Source: an optimization exercise on an open RTL-to-GDS flow (aim: a short achievable clock period and few clock cycles). Production flows keep margins and buffers that such runs may drop.
Function was checked by simulation only, so behaviour that the tests miss may differ from the original.

--- flow/design.v ---
module ks_add #(parameter W = 32)
(
  input  [W-1:0] a,
  input  [W-1:0] b,
  input          cin,
  output [W-1:0] s
);
  localparam L = 5;               
  wire [W-1:0] g [0:L];
  wire [W-1:0] p [0:L];
  wire [W-1:0] h = a ^ b;
  assign g[0] = (a & b) | {{(W-1){1'b0}}, h[0] & cin};
  assign p[0] = h;
  genvar i, k;
  generate
    for (k = 0; k < L; k = k + 1) begin : g_lvl
      for (i = 0; i < W; i = i + 1) begin : g_bit
        if (i >= (1 << k)) begin : g_comb
          assign g[k+1][i] = g[k][i] | (p[k][i] & g[k][i-(1<<k)]);
          assign p[k+1][i] = p[k][i] & p[k][i-(1<<k)];
        end else begin : g_pass
          assign g[k+1][i] = g[k][i];
          assign p[k+1][i] = p[k][i];
        end
      end
    end
  endgenerate
  wire [W-1:0] c = {g[L][W-2:0], cin};
  assign s = h ^ c;
endmodule
module MIPS
(
input clk_m,
input reset_m,
input  [31:0] mem_rdata,
output [31:0] mem_addr,
output [31:0] mem_wdata,
output        mem_we
);
localparam [31:0] RESET_PC = 32'h0040_0000;
reg  [31:0] addr_q;              
reg         we_q;
reg  [31:0] rpc;                 
reg         m_act;               
reg         dv, xv;              
reg         wenR;                
reg  [31:1] rv;                  
reg  [31:0] wd_q;
reg         m_ld, m_wen;
reg  [4:0]  m_rd;
reg  [31:0] ir, dpc4;            
reg         dpred;               
reg  [31:0] xa, xb, xs, x_alt;   
reg         ldfA, ldfB;          
reg         fwS;                 
reg         ldnB;                
reg  [4:0]  x_rd;
reg         x_wen;
reg         x_sub, x_and, x_or, x_slt, x_ar;
reg         x_ld, x_st, x_br, x_bne, x_pred;
reg         x_n0, x_n1;          
reg  [31:0] R;
reg  [4:0]  rdR;
assign mem_addr  = addr_q;
assign mem_wdata = wd_q;
assign mem_we    = we_q;
reg  [31:1] rs_oh, rt_oh;
wire [31:0] rf [1:31];
genvar gi;
generate
  for (gi = 1; gi < 32; gi = gi + 1) begin : g_rf
    reg [31:0] q;
    always @(posedge clk_m) begin
      if (wenR && rdR == gi)
        q <= R;
    end
    always @(posedge clk_m or negedge reset_m) begin
      if (!reset_m)
        rv[gi] <= 1'b0;
      else if (wenR && rdR == gi)
        rv[gi] <= 1'b1;
    end
    assign rf[gi] = q;
  end
endgenerate
reg [31:0] rf_rs, rf_rt;
integer ri;
always @(*) begin
  rf_rs = 32'h0;
  rf_rt = 32'h0;
  for (ri = 1; ri < 32; ri = ri + 1) begin
    rf_rs = rf_rs | ({32{rs_oh[ri] & rv[ri]}} & rf[ri]);
    rf_rt = rf_rt | ({32{rt_oh[ri] & rv[ri]}} & rf[ri]);
  end
end
wire [5:0]  op  = ir[31:26];
wire [4:0]  rs  = ir[25:21];
wire [4:0]  rt  = ir[20:16];
wire [4:0]  rd  = ir[15:11];
wire [5:0]  fn  = ir[5:0];
wire [31:0] simm = {{16{ir[15]}}, ir[15:0]};
wire [31:0] zimm = {16'h0, ir[15:0]};
wire d_r    = (op == 6'h00);
wire d_j    = (op == 6'h02);
wire d_beq  = (op == 6'h04);
wire d_bne  = (op == 6'h05);
wire d_br   = d_beq | d_bne;
wire d_slti = (op == 6'h0a);
wire d_andi = (op == 6'h0c);
wire d_ori  = (op == 6'h0d);
wire d_lui  = (op == 6'h0f);
wire d_ld   = (op == 6'h23);
wire d_st   = (op == 6'h2b);
wire d_rsub = d_r & (fn == 6'h22 || fn == 6'h23);
wire d_rand = d_r & (fn == 6'h24);
wire d_ror  = d_r & (fn == 6'h25);
wire d_rslt = d_r & (fn == 6'h2a);
wire d_sub  = d_rsub | d_rslt | d_slti;
wire [4:0] d_dst = d_r ? rd : rt;
wire       d_wen = !(d_j | d_br | d_st) && d_dst != 5'd0;
reg         byp_s, byp_t;
wire [31:0] rs_v = byp_s ? R : rf_rs;
wire [31:0] rt_v = byp_t ? R : rf_rt;
wire        d_bimm = !(d_r | d_br);
wire [31:0] d_b    = d_lui ? {ir[15:0], 16'h0} :
                     (d_andi | d_ori) ? zimm :
                     d_bimm ? simm : rt_v;
wire [31:0] d_a    = d_lui ? 32'h0 : rs_v;
wire x_fw   = xv & x_wen;
wire d_mA   = x_fw & (x_rd == rs) & !d_lui;
wire d_mB   = x_fw & (x_rd == rt) & !d_bimm;
wire d_mS   = x_fw & (x_rd == rt);
wire [31:0] d_btgt = dpc4 + {simm[29:0], 2'b00};
wire        d_pred = dpred;
wire [31:0] sum;
ks_add #(32) u_sum (.a(xa), .b(xb), .cin(x_sub), .s(sum));
wire        lt  = (xa[31] == xb[31]) ? xa[31] : sum[31];    
wire [31:0] lg  = ({32{x_and}} & (xa & xb)) | ({32{x_or}} & (xa | xb)) |
                  {31'b0, x_slt & lt};
wire [31:0] res = x_ar ? sum : lg;
wire        eq  = (xa == xb);
wire        mispred = xv & x_br & ((eq ^ x_bne) ^ x_pred);
wire        d_rdr    = dv & (d_j | d_pred);
wire        mis_skip = mispred & x_n1 & !d_rdr;
wire        mis_full = mispred & !x_n0 & !(x_n1 & !d_rdr);
wire        x_go    = xv & (x_ld | x_st);       
wire        x_alu   = xv & x_wen & !x_ld;       
wire [31:0] fpc4    = {addr_q[31:2] + 30'd1, 2'b00};
wire [5:0]  f_op    = mem_rdata[31:26];
wire        f_j     = (f_op == 6'h02);
wire        f_bp    = (f_op == 6'h04 || f_op == 6'h05) && f_short;
wire [31:0] f_jt    = {fpc4[31:28], mem_rdata[25:0], 2'b00};
wire        f_short = (&mem_rdata[15:3]) & (|fpc4[7:5]);
wire [5:0]  f_blo   = fpc4[7:2] + mem_rdata[5:0];
wire [31:0] f_bt    = {fpc4[31:8], f_blo, 2'b00};
wire        f_sel   = reset_m & !m_act & !x_go & !mis_full & (f_j | f_bp);
wire [31:0] f_raddr = f_j ? f_jt : f_bt;
wire [31:0] d_jtgt  = {dpc4[31:28], ir[25:0], 2'b00};
wire [31:0] resume  = (dv & d_j) ? d_jtgt : (dv & d_pred) ? d_btgt : rpc;
wire [31:0] a_early = !reset_m ? RESET_PC : m_act ? resume : x_go ? sum :
                      mis_full ? x_alt : fpc4;
wire [31:0] addr_n  = f_sel ? f_raddr : a_early;
wire        fA = x_alu & d_mA;
wire        fB = x_alu & d_mB;
wire [31:0] sum_b = sum ^ {32{d_sub}};
wire [31:0] lg_b  = lg ^ {32{d_sub}};
wire [31:0] db_b  = d_b ^ {32{d_sub}};
wire [31:0] xa_n = (fA & x_ar) ? sum   : fA ? lg   : d_a;
wire [31:0] xb_n = (fB & x_ar) ? sum_b : fB ? lg_b : db_b;
wire        wenR_n = m_act ? (m_ld ? m_wen : wenR) : (x_alu | wenR);
wire [4:0]  rdR_n  = m_act ? (m_ld ? m_rd : rdR) : (x_alu ? x_rd : rdR);
wire [4:0]  nrs    = m_act ? rs : mem_rdata[25:21];
wire [4:0]  nrt    = m_act ? rt : mem_rdata[20:16];
always @(posedge clk_m) begin
  byp_s <= wenR_n && rdR_n == nrs;
  byp_t <= wenR_n && rdR_n == nrt;
end
always @(posedge clk_m or negedge reset_m) begin
  if (!reset_m) begin
    m_act  <= 1'b0;
    dv     <= 1'b0;
    xv     <= 1'b0;
    wenR   <= 1'b0;
  end else begin
    if (m_act) begin
      m_act  <= 1'b0;
      if (m_ld)
        wenR <= m_wen;
    end else begin
      if (x_alu)
        wenR <= 1'b1;
      m_act  <= x_go;
      xv     <= dv & !mis_full & !mis_skip;
      dv     <= !mis_full;
    end
  end
end
always @(posedge clk_m) begin
  addr_q <= addr_n;
  we_q   <= reset_m & !m_act & x_go & x_st;
end
always @(posedge clk_m) begin
  wd_q <= fwS ? R : xs;
  if (m_act) begin
    if (m_ld) begin
      R   <= mem_rdata;
      rdR <= m_rd;
    end
    if (ldfA) xa <= mem_rdata;
    if (ldfB) xb <= ldnB ? ~mem_rdata : mem_rdata;
    ldfA <= 1'b0;
    ldfB <= 1'b0;
  end else begin
    if (x_alu) begin
      R   <= res;
      rdR <= x_rd;
    end
    m_ld  <= x_ld;
    m_rd  <= x_rd;
    m_wen <= x_wen;
    xa     <= xa_n;
    xb     <= xb_n;
    xs     <= rt_v;
    fwS    <= d_mS;
    ldfA   <= x_go & x_ld & x_wen & d_mA;
    ldfB   <= x_go & x_ld & x_wen & d_mB;
    ldnB   <= x_go & x_ld & x_wen & d_mB & d_sub;
    x_rd   <= d_dst;
    x_wen  <= d_wen;
    x_sub  <= d_sub;
    x_and  <= d_rand | d_andi;
    x_or   <= d_ror | d_ori;
    x_slt  <= d_rslt | d_slti;
    x_ar   <= !(d_rand | d_andi | d_ror | d_ori | d_rslt | d_slti);
    x_ld   <= d_ld;
    x_st   <= d_st;
    x_br   <= d_br;
    x_bne  <= d_bne;
    x_pred <= d_pred;
    x_n0   <= (ir[15:0] == 16'd0);
    x_n1   <= (ir[15:0] == 16'd1);
    x_alt  <= d_pred ? dpc4 : d_btgt;
    ir   <= mem_rdata;
    for (ri = 1; ri < 32; ri = ri + 1) begin
      rs_oh[ri] <= (mem_rdata[25:21] == ri);
      rt_oh[ri] <= (mem_rdata[20:16] == ri);
    end
    dpred <= f_bp;
    dpc4 <= fpc4;
    rpc  <= fpc4;
  end
end
endmodule
--- flow/flow/run.sh ---
#!/bin/bash
# Layout flow: the standard flow (standard synthesis, floorplan, placement,
# CTS, routing), with the timing repair steps aiming for extra setup slack so
# that the layout closes at a shorter period than the design's clock.
set -euo pipefail
MARGIN=$(cat flow/setup_margin.txt)
bash standard.sh SETUP_SLACK_MARGIN=$MARGIN finish > standard_flow.log 2>&1
--- flow/flow/setup_margin.txt ---
7.0
--- flow/standard.sh ---
#!/bin/bash
# synth_recipe.tcl (not shown) runs the flow's synth.tcl, then flattens the netlist and writes it again
# the make line also repeats each setting of config.mk as NAME=value (left out here)
make -C /OpenROAD-flow-scripts/flow DESIGN_CONFIG=/design/flow/config.mk WORK_HOME=/design/flow/orfs CLKGATE_MAP_FILE= SYNTH_SCRIPT=/design/flow/synth_recipe.tcl "${@:-finish}"
--- flow/config.mk ---
export PLATFORM = sky130hd
export DESIGN_NAME = MIPS
export DESIGN_NICKNAME = MIPS
export VERILOG_FILES = /design/flow/design.v
export SDC_FILE = /design/flow/constraint.sdc
export NUM_CORES = 4
export LEC_CHECK = 0
export CAP_MARGIN = 20
export CORE_MARGIN = 2
export CORE_UTILIZATION = 50
export SLEW_MARGIN = 20
--- flow/constraint.sdc ---
create_clock -name core_clock -period 10.0 [get_ports {clk_m}]
set_input_delay 2.0000 -clock core_clock [delete_from_list [all_inputs] [get_ports {clk_m}]]
set_output_delay 2.0000 -clock core_clock [all_outputs]
set_load 0.01 [all_outputs]
==> results.cfg <==
[outcome]
outcome = timing/DRC/antenna clean

[timing]
period_minus_slack_ps = 3550
finalHoldViolations = 0
finalCritPeriodShare = 0.355
slew_headroom = 0.179
worstMarginPinSlew_ps = 1230
rsz0062_at_grt = true
tns_ps = 0
skew_ps = 45.5
drv_slew = 0
fmax_mhz = 282
setup_viol = 0

[grt]
antenna_found_initial = 20
grt_max_degree = 86
grt_pass1_wl_mm = 429
grt_util_all_layers = 0.465
grt_pass1_vias = 52000
gr-total-overflow = 0

[yosys]
synth_compound_area_frac = 0.188
syn_inst = 5073
synth_edf_count = 1302
synth_area_leaders = edfxtp_1 60%, a22oi_1 4.7%, a221oi_1 3.7%
synth_nets = 5210
yosys.area_share.simple = 0.0850
synth_fa_ha_area_frac = 0.0201
synthMuxAreaShare = 0.0230
yosysTopAreaCell = edfxtp_1
ys_ff_latch = 1411
synth_top_family_by_area = compound AO/OA/AOI/OAI gates
synth_warnings = 2
synth_seq_area_share = 0.633
synthArstFlopShare = 0.0248
avgSynthCellArea_um2 = 12.9
synth_ff_type = edfxtp_1
synth-xor-area-share = 0.0206
synth.distinct_cells = 102
syn_area_um2 = 65500
ys_top_cells_by_count = 1302 x edfxtp_1, 409 x a22oi_1, 297 x clkbuf_1
yosysMostFrequentCell = edfxtp_1
synth_top_area_frac = 0.597

[route]
wl_met1_mm = 103
wl_per_cell_um = 44.3
routed-wl-met3_mm = 54.4
ant_nets = 0
via_per_inst = 7.73
totalWireLength_mm = 325
vias = 56600
drc = 0
top_layer = met5
drt-initial-drc-count = 11700
dr_wl_met2_mm = 133
dr.pass1.iters = 8

[pwr]
power_mw = 27.6
power_leakage_nw = 28.2
max-vdd-ir-drop_v = 0.000191
p_per_area_nw_per_um2 = 343

[clocking]
cts_buffer_depth = 3
cts_num_sinks = 1411
cts_tree = yes
cts_buffers = 152
ctsHoldBuffers = 0
cts.clk_slew.worst_paths_ps = 60
h-tree-depth = 4
cts_root_buf = clkbuf_16
clk-insertion-delay-late_ps = 850

[placement]
place_inst = 6703
postPlaceCellArea_um2 = 68900
hpwl_mm = 174
io_buffers = 98
gp_congestion = 0.992

[worst_setup_path]
arrival_ps = 4190
slowest_stage = a32oi_1
critPathTopFamily = compound AO/OA/AOI/OAI gates
startpoint = rv[9]
start_kind = flop
crit_end = xb[29]
r2r_start = rv[9]
path_buf_inv = 1
r2r_slack_ps = 6450
r2r_end = xb[29]
path_class = reg2reg
crit_fanout = 20
path_cells = and2_4 -> buf_6 -> a22oi_1 -> and4_1 -> a32oi_1 -> o21ai_0 -> and3_1 -> a21oi_1 -> a21oi_2 -> a211oi_2
cpPeakStageDelay_ps = 570
cp.required_ps = 10640
worst-path-stages = 10
critPathCaptureType = flop
reg2reg_depth = 10

[cells_and_area]
num-nets-final = 5575
fillCellCount = 9912
fin_area_um2 = 80500
area_growth_pct = 22.9
drive_gt1_frac = 0.259
final_cells = 7327
utilization = 0.620

[floorplan]
fp.coreArea_um2 = 130000
die_area_um2 = 134000
dieHeight_um = 366
start_util = 0.504
die_w_um = 366
fp-row-count = 132
io_pins = 99

[min_path]
hp-class = reg2reg

[run]
drv_cap = 0
## state kept, by name (all words and copies together), names as in the netlist, 5 cells and up
signal,count
R,32
addr_q,32
dpc4,30
g_rf.q,992
ir,32
m_rd,5
rdR,5
rs_oh,31
rt_oh,31
rv,31
wd_q,32
x_alt,30
x_rd,5
xa,32
xb,32
xs,32
## worst reg2reg max path, delay by kind of cell, from the launching register on
kind                   cells  cell delay [ps]
AOI/OAI and AO/OA          6             1530
buffers and inverters      1              460
DFF                        1              390
and+or+nand+nor            3              970
## timing repair
item,CTS,global route
setup buffers,172,129
pin swaps,135,162
resized for setup,920,303
endpoints found under the setup margin,287,219
gates cloned,15,4
## final cells by class
cell class | instances | area (µm²) | area share
inverter | 134 | 522 | 0.00648
timing repair buffer | 585 | 5980 | 0.0743
multi-input combinational | 3154 | 25000 | 0.311
clock buffer | 197 | 4170 | 0.0518
sequential | 1411 | 41600 | 0.517
tap | 1742 | 2180 | 0.0271
antenna | 17 | 42.5 | 0.000529
clock inverter | 87 | 990 | 0.0123
## metal layers
layer / global-route usage / up-vias
li1: - / 21200
met1: 0.554 / 27500
met2: 0.664 / 5977
met3: 0.198 / 1985
met4: 0.361 / 12
met5: 0.0185 / -
## cell families (layout without fill, tap and decap cells)
family / Yosys count / after routing
compound gates: 1641 / 1641
flops: 1411 / 1411
simple gates: 1112 / 1114
buf+inv: 510 / 1003
xor+xnor: 154 / 154
mux: 142 / 142
fa+ha+maj: 103 / 103
other cells: 0 / 17
## metrics by stage
| step | setup WS (ps) | hold slack, ps |
|---|---|---|
| after CTS | 6540 | 473 |
| after global routing | 6520 | 483 |
| after floorplan | 6080 | 424 |
| after detailed placement | 4580 | 459 |
| final | 6450 | 474 |
| after global placement | 4600 | 452 |
## worst min-delay path by stage
stage          cells past startpoint  slack (ps)   start       end
2_1_floorplan                      0         420    x_ld      m_ld
3_3_place_gp                       1         450  xs[23]  wd_q[23]
3_5_place_dp                       1         460   xs[6]   wd_q[6]
4_1_cts                            1         470   xs[6]   wd_q[6]
5_1_grt                            1         480   xs[6]   wd_q[6]
6_report                           1         470   xs[7]   wd_q[7]
## cell usage in the layout, fill, tap and decap left out, types with 85 or more instances in the layout
cell type / count
nand2_1: 239
a221oi_1: 257
edfxtp_1: 1302
inv_1: 117
o21ai_0: 85
a22oi_1: 407
a22o_1: 272
buf_6: 121
buf_4: 329
nand3_1: 145
nand4_1: 147
clkbuf_16: 160
a21oi_1: 156
nor2_1: 178
## report_power, final
| group | internal [mW] | total (mW) | switching (mW) |
|---|---|---|---|
| clock | 3.38 | 5.89 | 2.51 |
| combinational | 4.21 | 12.3 | 8.06 |
| sequential | 8.59 | 9.46 | 0.867 |
| total | 16.2 | 27.6 | 11.4 |
Testbench counts, summed over its fixed seeds: cycles 22,004.

==> port drivers added, routing unchanged <==
How much do the figures lean on ideal ports? The routed layout below was timed once more, with nothing changed but the port constraints.
Step 1, drivers: a clkbuf_16 drives clk_m and a buf_2 each remaining input, both assumed.
Step 2 also shifts input and output timing later by t, the mid clock arrival at the registers, as if the neighbouring blocks saw the same clock.
a / b / c = ideal ports / drivers / drivers and shift; a / b = the first two.
t (ns): 0.897
setup slack, ns: 6.449 / 6.449 / 5.638
clock arrival spread, ns: 0.051 / 0.051
worst slew at a driven data input, ns: 0.13
cell pins on the clock port's net: 1
After both steps setup and hold are still met in this run. The setup slack of this run moves by 0.000 ns with the drivers and by -0.811 ns with both steps.
